This design comes from an exercise in tuning for small area on the open sky130 flow, not from production work.
The RTL was checked by simulation tests, not by an equivalence proof against the original design.
Power figures rest on the tool's default switching activity, not on a simulated workload.

==> flow/design.v <==
`timescale 1ns/10ps
module FP_MUL(CLK, RESET, ENABLE, DATA_IN, DATA_OUT, READY);
input        CLK;
input        RESET;
input        ENABLE;
input  [7:0] DATA_IN;
output [7:0] DATA_OUT;
output       READY;
reg  [5:0]  cnt;
reg  [63:0] A_reg;
reg  [63:0] B_reg;
reg  [52:0] Xn;           
reg         p105;
reg         one, two, neg;    
reg  [2:0]  cb;               
wire [52:0] X = ~Xn;
wire ld_a = (cnt >= 6'd1)  && (cnt <= 6'd8);
wire ld_b = (cnt >= 6'd9)  && (cnt <= 6'd16);
reg  rnd;                     
always @(posedge CLK or posedge RESET)
	if (RESET)
		cnt <= 6'd0;
	else if (cnt == 6'd57)
		cnt <= 6'd0;
	else
		cnt <= cnt + 6'd1;
always @(posedge CLK)
	if (ld_a)
		A_reg <= {DATA_IN, A_reg[63:8]};
reg b1, b0, bm, dv;
always @* begin
	b1 = B_reg[3];
	b0 = B_reg[2];
	bm = B_reg[1];
	dv = (cnt >= 6'd16) && (cnt <= 6'd42);
	if (cnt == 6'd16) begin
		b1 = B_reg[9];
		b0 = B_reg[8];
		bm = 1'b0;
	end
	if (cnt == 6'd42) begin
		b1 = 1'b0;
		b0 = 1'b1;
	end
end
always @(posedge CLK) begin
	rnd <= (cnt == 6'd43);
	one <= dv & (b0 ^ bm);
	two <= dv & ((b1 & ~b0 & ~bm) | (~b1 & b0 & bm));
	neg <= dv & b1 & ~(b0 & bm);
end
wire [53:0] ma  = {1'b0, 1'b1, A_reg[51:0]};
wire [53:0] sel = ({54{one}} & ma) | ({54{two}} & {ma[52:0], 1'b0});
wire [54:0] pp  = {neg, sel ^ {54{neg}}};
localparam NC = 3;
localparam [8*NC-1:0] CUT = {8'd40, 8'd26, 8'd12};
wire [54:0] xs = {X[52], X[52], X[52:0]};
function is_cut_bit;    
	input integer k;
	integer q;
	begin
		is_cut_bit = 1'b0;
		for (q = 0; q < NC; q = q + 1)
			if (k == CUT[8*q +: 8] - 2 || k == CUT[8*q +: 8] - 1)
				is_cut_bit = 1'b1;
	end
endfunction
wire [NC:0] kx;
assign kx[0] = 1'b0;
genvar k, q;
generate
	for (q = 0; q < NC; q = q + 1) begin : g_la
		localparam integer P  = CUT[8*q +: 8] - 2;
		localparam integer HI = (q == NC - 1) ? 50 : CUT[8*(q+1) +: 8] - 3;
		assign kx[q+1] = (&X[HI:P+1]) & ((cb[q] & kx[q]) | ((cb[q] | kx[q]) & X[P]));
	end
endgenerate
wire p105n = X[51] ^ kx[NC];
wire cr  = B_reg[51] & B_reg[50] & (p105n | B_reg[49]);
wire cin = neg | (rnd & cr);
wire [55:0] c;
wire [54:0] s;
wire [NC-1:0] hc;
assign c[0] = cin;
generate
	for (k = 0; k < 55; k = k + 1) begin : g_add
		if (!is_cut_bit(k)) begin : g_fa
			assign s[k]   = xs[k] ^ pp[k] ^ c[k];
			assign c[k+1] = (xs[k] & pp[k]) | (xs[k] & c[k]) | (pp[k] & c[k]);
		end
	end
	for (q = 0; q < NC; q = q + 1) begin : g_cut
		localparam integer M = CUT[8*q +: 8];
		wire e0, k0, h0, e1, k1;
		assign e0 = xs[M-2] ^ pp[M-2] ^ cb[q];
		assign k0 = (xs[M-2] & pp[M-2]) | (xs[M-2] & cb[q]) | (pp[M-2] & cb[q]);
		assign s[M-2] = e0 ^ c[M-2];
		assign h0 = e0 & c[M-2];
		assign e1 = xs[M-1] ^ pp[M-1] ^ k0;
		assign k1 = (xs[M-1] & pp[M-1]) | (xs[M-1] & k0) | (pp[M-1] & k0);
		assign s[M-1] = e1 ^ h0;
		assign hc[q] = e1 & h0;
		assign c[M] = k1;
		assign c[M-1] = 1'b0;
	end
endgenerate
always @(posedge CLK or posedge RESET)
	if (RESET)
		cb <= {NC{1'b0}};
	else
		cb <= hc;
always @(posedge CLK or posedge RESET)
	if (RESET)
		Xn[52:34] <= {19{1'b1}};
	else
		Xn[52:34] <= ~s[54:36];
always @(posedge CLK)
	Xn[33:0] <= ~s[35:2];
always @(posedge CLK)
	if (ld_b)
		B_reg <= {DATA_IN, B_reg[63:8]};
	else
		B_reg[51:0] <= {s[1:0], B_reg[51:2]};
always @(posedge CLK)
	if (rnd)
		p105 <= p105n;
wire [104:0] R  = {X, B_reg[51:0]};
wire [10:0] ea = A_reg[62:52];
wire [10:0] eb = B_reg[62:52];
wire [11:0] ec;
wire [10:0] et;
wire [11:0] ei;
wire [10:0] E;
assign ec[0] = 1'b1;
assign ei[0] = p105;
generate
	for (k = 0; k < 11; k = k + 1) begin : g_exp
		assign et[k]   = ea[k] ^ eb[k] ^ ec[k];
		assign ec[k+1] = (ea[k] & eb[k]) | (ea[k] & ec[k]) | (eb[k] & ec[k]);
		assign E[k]    = et[k] ^ ei[k] ^ (k == 10);
		assign ei[k+1] = et[k] & ei[k];
	end
endgenerate
wire         sg = A_reg[63] ^ B_reg[63];
wire [7:0] bs;
generate
	for (k = 0; k < 8; k = k + 1) begin : g_bs
		assign bs[k] = (cnt[2:0] == ((k + 1) % 8));
	end
endgenerate
wire [8:0] w = ({9{bs[1]}} & R[86 +: 9]) | ({9{bs[2]}} & R[76 +: 9])
             | ({9{bs[3]}} & R[66 +: 9]) | ({9{bs[4]}} & R[56 +: 9])
             | ({9{bs[5]}} & R[46 +: 9]) | ({9{bs[6]}} & R[36 +: 9])
             | ({9{bs[7]}} & R[26 +: 9]);
wire [7:0] fb = p105 ? w[8:1] : w[7:0];
wire [1:0] lo = p105 ? {R[28], R[27] ^ R[26]}
                     : {R[27] ^ (R[26] & R[25]), R[26] ^ R[25]};
wire [7:0] dout = ({8{bs[0]}} & {sg, E[10:4]})
                | ({8{bs[1]}} & {E[3:0], fb[3:0]})
                | ({8{bs[2] | bs[3] | bs[4] | bs[5] | bs[6]}} & fb)
                | ({8{bs[7]}} & {fb[7:2], lo});
assign READY    = (cnt[5:3] == 3'd6 && cnt[2:0] != 3'd0) || cnt == 6'd56;
assign DATA_OUT = dout;
endmodule
export LEC_CHECK = 0
export CAP_MARGIN = 20
export CORE_MARGIN = 2
export CORE_UTILIZATION = 70
export SLEW_MARGIN = 20
create_clock -name core_clock -period 10.0 [get_ports {CLK}]
standard.sh (not shown) runs the stock make flow with config.mk's settings and CLKGATE_MAP_FILE= SYNTH_SCRIPT=/design/flow/synth_recipe.tcl, a recipe that flattens the netlist after the stock synthesis.
==> flow/flow/run.sh <==
#!/bin/bash
# Layout flow: the standard ORFS flow (standard.sh) with
#  - synthesis by flow/synth.tcl: the standard script, no ABC pass before
#    the full adders are extracted (-noabc), final ABC mapping by
#    flow/area.abc (area-oriented);
#  - clock tree without dummy loads, built from clkbuf_8;
#  - ports buffered with buf_1;
# Each tool's output is in flow.log and in ORFS's own logs under orfs/logs.
set -euo pipefail
W=$PWD
export FLOW_ABC_SCRIPT=$W/flow/area.abc
export SYNTH_ARGS=-noabc
export CTS_ARGS="-sink_clustering_enable -repair_clock_nets -dont_use_dummy_load -buf_list sky130_fd_sc_hd__clkbuf_8"
export BUFFER_PORTS_ARGS="-buffer_cell sky130_fd_sc_hd__buf_1"
sed -e "s|SYNTH_SCRIPT=[^ ]*|SYNTH_SCRIPT=$W/flow/synth.tcl|" standard.sh > flow_standard.sh
bash flow_standard.sh > flow.log 2>&1
==> flow/flow/area.abc <==
&get -n
&st
&dch -f
&nf -R 1000 -p
&put
==> flow/flow/synth.tcl <==
proc synth {args} { yosys synth -nofsm -noshare {*}$args }
proc abc {args} {
  set i [lsearch -exact $args -script]
  if {$i >= 0} { lset args [expr {$i + 1}] $::env(FLOW_ABC_SCRIPT) }
  yosys abc {*}$args
}
source $::env(SCRIPTS_DIR)/synth.tcl
# left out here: clear keep_hierarchy, flatten, clean up, hide names made inside functions, write 1_2_yosys.v
Change:
--- a/flow/flow/run.sh
+++ b/flow/flow/run.sh
@@ -7,0 +8 @@
+#  - power recovery (downsizing of cells off the critical paths).
@@ -14,0 +16 @@
+export RECOVER_POWER=100
Effect: The changed run completed and failed the layout checks on capacitance limit, slew limit. Power hardly moves. Cell count is unchanged. Utilization stays flat. Worst setup slack gains 4.9 ps. Sequential cell count does not change. Design area is about the same. Combinational power hardly moves. Register-to-register slack barely changes. Sequential share of layout area hardly moves.

-- separate check: timing with driven ports --
How much do the figures lean on ideal ports? The routed layouts below were timed once more, with nothing changed but the port constraints.
Step 1, drivers: a clkbuf_16 drives CLK and a buf_2 each remaining input, both assumed.
Step 2 moves the port delays by t, midway between the first and last clock arrival at a register: inputs arrive t later, outputs are due t later. That takes back most of the time a late clock gives input paths.
Slacks: ideal ports / drivers / drivers and shift; pairs: ideal ports / drivers.
run	shift t [ns]	slack for setup (ns)	worst register clock-pin slew, ns	worst slew at a driven data input, ns
the first run	0.502	1.731 / 1.731 / 1.731	0.09 / 0.09	0.03
the second run	0.500	1.735 / 1.735 / 1.735	0.09 / 0.09	0.03
